Source: an optimization exercise on an open RTL-to-GDS flow (aim: small area). Production flows keep margins and buffers that such runs may drop. Only simulation tests tie the RTL to the original design; equivalence was not proved. No activity file was given, so power comes from the tool's default toggle rates.

Setup of delta:
Design LCD_WATCH, start of the top module:
module LCD_WATCH(
RESETN,CLK,LCD_E,LCD_RS,LCD_RW,LCD_DATA,
COUNT_U,COUNT_D,COUNT,U,D,
OPTION,SW_A,ALARM,TIMER_END,ALR_ONOFF,SW_T,W_SELECT,P_1,P_1_2,P_2,SW_S);
Settings: LEC_CHECK=0, CAP_MARGIN=20, CORE_MARGIN=2, CORE_UTILIZATION=40, SLEW_MARGIN=20; clock period 10.0 ns.
run.sh (not shown) runs the stock make flow with config.mk's settings and CLKGATE_MAP_FILE= SYNTH_SCRIPT=/design/flow/synth_recipe.tcl, a recipe that flattens the netlist after the stock synthesis.
For epsilon, these inputs were changed with respect to delta:
# delta
export LEC_CHECK = 0
export CAP_MARGIN = 20
export CORE_MARGIN = 2
export CORE_UTILIZATION = 40
export SLEW_MARGIN = 20
create_clock -name core_clock -period 10.0 [get_ports {CLK}]
# epsilon
export LEC_CHECK = 0
export ABC_AREA = 1
export CAP_MARGIN = 20
export CORE_MARGIN = 2
export CORE_UTILIZATION = 40
export SLEW_MARGIN = 20
create_clock -name core_clock -period 10.0 [get_ports {CLK}]
==> flow/flow/run.sh (new file) <==
#!/bin/bash
# Layout flow: the standard flow (standard.sh) unchanged, except that Yosys's
# full/half-adder extraction is turned off (ADDER_MAP_FILE empty), so ABC maps the
# counters' arithmetic together with the logic around it. All tool output goes to
# flow.log in this folder (ORFS also keeps its per-step logs under orfs/logs).
set -euo pipefail
bash standard.sh ADDER_MAP_FILE= finish > flow.log 2>&1
==> flow/standard.sh (new file) <==
#!/bin/bash
# synth_recipe.tcl (not shown) runs the flow's synth.tcl, then flattens the netlist and writes it again
# the make line also repeats each setting of config.mk as NAME=value (left out here)
make -C /OpenROAD-flow-scripts/flow DESIGN_CONFIG=/design/flow/config.mk WORK_HOME=/design/flow/orfs CLKGATE_MAP_FILE= SYNTH_SCRIPT=/design/flow/synth_recipe.tcl "${@:-finish}"
removed: flow/run.sh
Notes after the runs:
- ~same design internal power in epsilon and delta
- Re multiplexer share of the synthesized area: epsilon and delta aren't equal, and the lower value belongs to epsilon.
- epsilon vs. delta: combinational fraction of design power rose by 0.7 points; design area fell by 10%.
- epsilon: number of nets in the finished design higher than delta
- [epsilon] sequential cell area fraction in the yosys report rose 4.1 points relative to delta
- | sequential power share | epsilon vs delta | 0.9 points lower |
- Count of cells along the worst register-to-register path: epsilon higher than delta
- epsilon vs delta: clock share of power up in epsilon
- epsilon: post-synthesis simple-gate area fraction higher than delta
- Most common cell after layout, fill and taps aside = sky130_fd_sc_hd__o21ai_0: delta; most common cell after layout, fill and taps aside = sky130_fd_sc_hd__nand2_1: epsilon

========
## job 4660
LCD_WATCH, a different RTL version from the one above (not shown whole).
Size in the first run: about 1400 cells after synthesis, about 12000 sq um of cells after synthesis.
==> flow/config.mk <==
export PLATFORM = sky130hd
export DESIGN_NAME = LCD_WATCH
export DESIGN_NICKNAME = LCD_WATCH
export VERILOG_FILES = /design/flow/design.v
export SDC_FILE = /design/flow/constraint.sdc
export NUM_CORES = 4
export LEC_CHECK = 0
export ABC_AREA = 1
export CAP_MARGIN = 20
export CORE_MARGIN = 2
export CORE_UTILIZATION = 40
export SLEW_MARGIN = 20
==> flow/constraint.sdc <==
create_clock -name core_clock -period 10.0 [get_ports {CLK}]
set_input_delay 2.0000 -clock core_clock [delete_from_list [all_inputs] [get_ports {CLK}]]
set_output_delay 2.0000 -clock core_clock [all_outputs]
set_load 0.01 [all_outputs]
standard.sh (not shown) runs the stock make flow with config.mk's settings and CLKGATE_MAP_FILE= SYNTH_SCRIPT=/design/flow/synth_recipe.tcl, a recipe that flattens the netlist after the stock synthesis.
==> flow/flow/run.sh <==
#!/bin/bash
# Layout flow. 1) the standard synthesis (standard.sh synth), with Yosys's adder
# extraction off (ADDER_MAP_FILE empty). 2) The combinational logic of that netlist is
# re-mapped with a stronger ABC script (flow/remap.ys, flow/deep.abc, three seeds, the
# smallest kept); every register
# keeps its cell and name. 3) the standard layout (standard.sh) on that netlist,
# with clock-tree synthesis told to add no dummy loads and to use clkbuf_2 buffers in
# clusters at most 50 um across, and
# the ports buffered with buf_1 cells (clkbuf_2/clkbuf_4 if the clock-pin slew is high).
# Each tool's full output goes to its own log file in this folder.
set -euo pipefail
W=$PWD
LIB=$FLOW_HOME/platforms/sky130hd/lib/sky130_fd_sc_hd__tt_025C_1v80.lib
bash standard.sh ADDER_MAP_FILE= synth > synth_std.log 2>&1
cp orfs/results/sky130hd/LCD_WATCH/base/1_2_yosys.v synth_std.v
# three re-mappings with different ABC seeds, run side by side; the smallest valid one is kept
for S in 0 1 2; do
  mkdir -p remap$S
  sed "s|SEED|$S|" flow/deep.abc > remap$S/deep.abc
  sed "s|LIBFILE|$LIB|g; s|OUTDIR|remap$S|g" flow/remap.ys > remap$S/remap.ys
  ( yosys -s remap$S/remap.ys > remap$S/remap.log 2>&1 || true ) &
done
wait
cp synth_std.v synth_remap.v
BEST=""
BESTA=""
for S in 0 1 2; do
  if [[ -s remap$S/net.v && -s remap$S/stat.txt ]] && ! grep -q '^ *reg ' remap$S/net.v; then
    A=$(grep 'Chip area' remap$S/stat.txt | awk '{print $NF}')
    if [[ -z "$BESTA" ]] || awk -v a="$A" -v b="$BESTA" 'BEGIN{exit !(a<b)}'; then BEST=$S; BESTA=$A; fi
  fi
done
echo "chosen re-mapping: ${BEST:-none (standard netlist)} area ${BESTA:-}" > remap_choice.log
if [[ -n "$BEST" ]]; then cp remap$BEST/net.v synth_remap.v; fi
mv orfs orfs_std
bash standard.sh ADDER_MAP_FILE= SYNTH_NETLIST_FILES=$W/synth_remap.v \
  "CTS_ARGS=-sink_clustering_enable -repair_clock_nets -dont_use_dummy_load -buf_list sky130_fd_sc_hd__clkbuf_2 -sink_clustering_max_diameter 50" \
  "BUFFER_PORTS_ARGS=-buffer_cell sky130_fd_sc_hd__buf_1" finish > layout.log 2>&1
RES=$W/orfs/results/sky130hd/LCD_WATCH/base LIB=$LIB openroad -no_init -exit flow/slew.tcl > slew.log 2>&1 || true
SL=$(grep MAXCLKSLEW slew.log | awk '{print $2}')
if [[ -z "$SL" ]] || awk -v s="$SL" 'BEGIN{exit !(s > 0.112)}'; then
  mv orfs orfs_clkbuf2
  rm -f out/final.def
  bash standard.sh ADDER_MAP_FILE= SYNTH_NETLIST_FILES=$W/synth_remap.v \
    "CTS_ARGS=-sink_clustering_enable -repair_clock_nets -dont_use_dummy_load -buf_list sky130_fd_sc_hd__clkbuf_2 sky130_fd_sc_hd__clkbuf_4" \
    "BUFFER_PORTS_ARGS=-buffer_cell sky130_fd_sc_hd__buf_1" finish > layout_clkbuf4.log 2>&1
fi
Other scripts of this flow, unchanged in this note and not shown: flow/flow/deep.abc, flow/flow/remap.ys, flow/flow/slew.tcl
Inputs modified between job 4660 and job 1505:
-- flow/flow/run.sh --
<<< job 4660, line 6
# keeps its cell and name. 3) the standard layout (standard.sh) on that netlist,
# with clock-tree synthesis told to add no dummy loads and to use clkbuf_2 buffers in
# clusters at most 50 um across, and
# the ports buffered with buf_1 cells (clkbuf_2/clkbuf_4 if the clock-pin slew is high).
# Each tool's full output goes to its own log file in this folder.
>>> job 1505, line 6
# keeps its cell and name. 3) the standard layout (standard.sh) on that netlist,
# with clock-tree synthesis told to add no dummy loads and to use clkbuf_2 buffers, and
# the ports buffered with buf_1 cells (clkbuf_4 instead if the clock-pin slew is high).
# Each tool's full output goes to its own log file in this folder.
<<< job 4660, line 36
bash standard.sh ADDER_MAP_FILE= SYNTH_NETLIST_FILES=$W/synth_remap.v \
  "CTS_ARGS=-sink_clustering_enable -repair_clock_nets -dont_use_dummy_load -buf_list sky130_fd_sc_hd__clkbuf_2 -sink_clustering_max_diameter 50" \
  "BUFFER_PORTS_ARGS=-buffer_cell sky130_fd_sc_hd__buf_1" finish > layout.log 2>&1
>>> job 1505, line 35
bash standard.sh ADDER_MAP_FILE= SYNTH_NETLIST_FILES=$W/synth_remap.v \
  "CTS_ARGS=-sink_clustering_enable -repair_clock_nets -dont_use_dummy_load -buf_list sky130_fd_sc_hd__clkbuf_2" \
  "BUFFER_PORTS_ARGS=-buffer_cell sky130_fd_sc_hd__buf_1" finish > layout.log 2>&1
<<< job 4660, line 44
  bash standard.sh ADDER_MAP_FILE= SYNTH_NETLIST_FILES=$W/synth_remap.v \
    "CTS_ARGS=-sink_clustering_enable -repair_clock_nets -dont_use_dummy_load -buf_list sky130_fd_sc_hd__clkbuf_2 sky130_fd_sc_hd__clkbuf_4" \
    "BUFFER_PORTS_ARGS=-buffer_cell sky130_fd_sc_hd__buf_1" finish > layout_clkbuf4.log 2>&1
>>> job 1505, line 43
  bash standard.sh ADDER_MAP_FILE= SYNTH_NETLIST_FILES=$W/synth_remap.v \
    "CTS_ARGS=-sink_clustering_enable -repair_clock_nets -dont_use_dummy_load -buf_list sky130_fd_sc_hd__clkbuf_4" \
    "BUFFER_PORTS_ARGS=-buffer_cell sky130_fd_sc_hd__buf_1" finish > layout_clkbuf4.log 2>&1
Results
A uppermost layer routed of met5 is what job 4660 shows, while met4 belongs to job 1505. Taking job 4660 as the reference point, the critical path depth of job 1505 rises by 4.5%. Sequential group share of total power in job 1505 vs job 4660: down 3.9 points. Re area taken by multi-input logic gates: job 1505 and job 4660 aren't equal, and the higher value belongs to job 4660. Relative slew slack for job 1505: 2.5 points down relative to job 4660. Job 1505 has worst hold margin above what job 4660 had. When job 1505 is set beside job 4660, its placed wire-length estimate after detailed placement turns out to be 1.4 mm smaller. Summary of job 1505 over job 4660: power share of the clock group grew by 1.7 points; register fraction of the total cell area shrank by 0.33 points.

========
LCD_WATCH, a different RTL version from the one above (not shown whole).
Size in the first run: roughly 1400 cells after synthesis, roughly 38 I/O pins, ~12000 µm² of cells after synthesis.
clock: 10.0 ns
lec_check: 0
abc_area: 1
cap_margin: 20
core_margin: 2
core_utilization: 40
slew_margin: 20
==> flow/flow/run.sh <==
#!/bin/bash
# Layout flow. 1) the standard synthesis (standard.sh synth), with Yosys's adder
# extraction off (ADDER_MAP_FILE empty). 2) The combinational logic of that netlist is
# re-mapped with a stronger ABC script (flow/remap.ys, flow/deep.abc); every register
# keeps its cell and name. 3) the standard layout (standard.sh) on that netlist,
# with clock-tree synthesis told to add no dummy loads and to use clkbuf_2 buffers, and
# the ports buffered with buf_1 cells.
# Each tool's full output goes to its own log file in this folder.
set -euo pipefail
W=$PWD
LIB=$FLOW_HOME/platforms/sky130hd/lib/sky130_fd_sc_hd__tt_025C_1v80.lib
bash standard.sh ADDER_MAP_FILE= synth > synth_std.log 2>&1
cp orfs/results/sky130hd/LCD_WATCH/base/1_2_yosys.v synth_std.v
sed "s|LIBFILE|$LIB|g" flow/remap.ys > remap_run.ys
# fall back to the standard netlist if the re-mapping fails or leaves any behavioural register
if ! yosys -s remap_run.ys > remap.log 2>&1 || grep -q '^ *reg ' synth_remap.v; then
  echo "remap failed; using the standard netlist" >> remap.log
  cp synth_std.v synth_remap.v
fi
mv orfs orfs_std
bash standard.sh ADDER_MAP_FILE= SYNTH_NETLIST_FILES=$W/synth_remap.v \
  "CTS_ARGS=-sink_clustering_enable -repair_clock_nets -dont_use_dummy_load -buf_list sky130_fd_sc_hd__clkbuf_2" \
  "BUFFER_PORTS_ARGS=-buffer_cell sky130_fd_sc_hd__buf_1" finish > layout.log 2>&1
==> flow/flow/remap.ys <==
# Re-map the combinational logic of the standard synthesis netlist (synth_std.v) with a
# stronger ABC script. Registers and their output nets keep their cells and names.
read_liberty -ignore_miss_func LIBFILE
blackbox sky130_fd_sc_hd__df*
blackbox sky130_fd_sc_hd__edf*
blackbox sky130_fd_sc_hd__sdf*
blackbox sky130_fd_sc_hd__dl*
blackbox sky130_fd_sc_hd__conb_1
read_verilog synth_std.v
hierarchy -top LCD_WATCH
flatten
rename -hide w:_*_.*
opt
abc -script flow/deep.abc -liberty LIBFILE -dont_use sky130_fd_sc_hd__lpflow_bleeder_1 -dont_use sky130_fd_sc_hd__lpflow_clkbufkapwr_1 -dont_use sky130_fd_sc_hd__lpflow_clkbufkapwr_16 -dont_use sky130_fd_sc_hd__lpflow_clkbufkapwr_2 -dont_use sky130_fd_sc_hd__lpflow_clkbufkapwr_4 -dont_use sky130_fd_sc_hd__lpflow_clkbufkapwr_8 -dont_use sky130_fd_sc_hd__lpflow_clkinvkapwr_1 -dont_use sky130_fd_sc_hd__lpflow_clkinvkapwr_16 -dont_use sky130_fd_sc_hd__lpflow_clkinvkapwr_2 -dont_use sky130_fd_sc_hd__lpflow_clkinvkapwr_4 -dont_use sky130_fd_sc_hd__lpflow_clkinvkapwr_8 -dont_use sky130_fd_sc_hd__lpflow_decapkapwr_12 -dont_use sky130_fd_sc_hd__lpflow_decapkapwr_3 -dont_use sky130_fd_sc_hd__lpflow_decapkapwr_4 -dont_use sky130_fd_sc_hd__lpflow_decapkapwr_6 -dont_use sky130_fd_sc_hd__lpflow_decapkapwr_8 -dont_use sky130_fd_sc_hd__lpflow_inputiso0n_1 -dont_use sky130_fd_sc_hd__lpflow_inputiso0p_1 -dont_use sky130_fd_sc_hd__lpflow_inputiso1n_1 -dont_use sky130_fd_sc_hd__lpflow_inputiso1p_1 -dont_use sky130_fd_sc_hd__lpflow_inputisolatch_1 -dont_use sky130_fd_sc_hd__lpflow_isobufsrc_1 -dont_use sky130_fd_sc_hd__lpflow_isobufsrc_16 -dont_use sky130_fd_sc_hd__lpflow_isobufsrc_2 -dont_use sky130_fd_sc_hd__lpflow_isobufsrc_4 -dont_use sky130_fd_sc_hd__lpflow_isobufsrc_8 -dont_use sky130_fd_sc_hd__lpflow_isobufsrckapwr_16 -dont_use sky130_fd_sc_hd__lpflow_lsbuf_lh_hl_isowell_tap_1 -dont_use sky130_fd_sc_hd__lpflow_lsbuf_lh_hl_isowell_tap_2 -dont_use sky130_fd_sc_hd__lpflow_lsbuf_lh_hl_isowell_tap_4 -dont_use sky130_fd_sc_hd__lpflow_lsbuf_lh_isowell_4 -dont_use sky130_fd_sc_hd__lpflow_lsbuf_lh_isowell_tap_1 -dont_use sky130_fd_sc_hd__lpflow_lsbuf_lh_isowell_tap_2 -dont_use sky130_fd_sc_hd__lpflow_lsbuf_lh_isowell_tap_4 -dont_use sky130_fd_sc_hd__probe_p_8 -dont_use sky130_fd_sc_hd__probec_p_8 
opt_clean
hilomap -singleton -hicell sky130_fd_sc_hd__conb_1 HI -locell sky130_fd_sc_hd__conb_1 LO
insbuf -buf sky130_fd_sc_hd__buf_4 A X
opt_clean
tee -o synth_remap_stat.txt stat -liberty LIBFILE
write_verilog -noattr -nohex -nodec synth_remap.v
Other scripts of this flow, unchanged in this note and not shown: flow/flow/deep.abc
The first run completed with no timing, DRC or antenna violations.
==> next run, changes <==
--- a/flow/flow/run.sh
+++ b/flow/flow/run.sh
@@ -14,7 +14,3 @@
 sed "s|LIBFILE|$LIB|g" flow/remap.ys > remap_run.ys
-# fall back to the standard netlist if the re-mapping fails or leaves any behavioural register
-if ! yosys -s remap_run.ys > remap.log 2>&1 || grep -q '^ *reg ' synth_remap.v; then
-  echo "remap failed; using the standard netlist" >> remap.log
-  cp synth_std.v synth_remap.v
-fi
+yosys -s remap_run.ys > remap.log 2>&1
 mv orfs orfs_std
--- a/flow/flow/remap.ys
+++ b/flow/flow/remap.ys
@@ -4,5 +4,2 @@
 blackbox sky130_fd_sc_hd__df*
-blackbox sky130_fd_sc_hd__edf*
-blackbox sky130_fd_sc_hd__sdf*
-blackbox sky130_fd_sc_hd__dl*
 blackbox sky130_fd_sc_hd__conb_1
=> The changed run stopped in netlist read-in after synthesis (1_synth) with STA-0171.

==> separate check: timing with driven ports <==
The flow's constraints put no driver on any port. The routed layouts listed below were extracted and timed again, unchanged, in two steps.
Step 1, drivers: a clkbuf_16 drives CLK and a buf_2 each remaining input, both assumed.
Step 2 times the ports against the registers' clock, not the clock port: input delays grow and output delays shrink by t, the midpoint of the rising clock arrivals with the driver on.
Three values: ideal, step 1, step 2; two values: the first two.
run | t (ns) | slack for setup (ns) | pins driven straight from the clock port
delta | 0.644 | 1.293 / 1.260 / 0.616 | 1
epsilon | 0.627 | 4.511 / 4.547 / 3.919 | 1
job 4660 | 0.846 | 3.562 / 3.544 / 2.698 | 1
job 1505 | 0.731 | 3.304 / 3.313 / 2.582 | 1
the first run of note 3 | 0.895 | 3.280 / 3.290 / 2.396 | 1
After both steps every run listed still meets setup and hold. The setup slack of the first run of note 3, which loses most, moves by +0.010 ns with the drivers and by -0.884 ns with both steps.
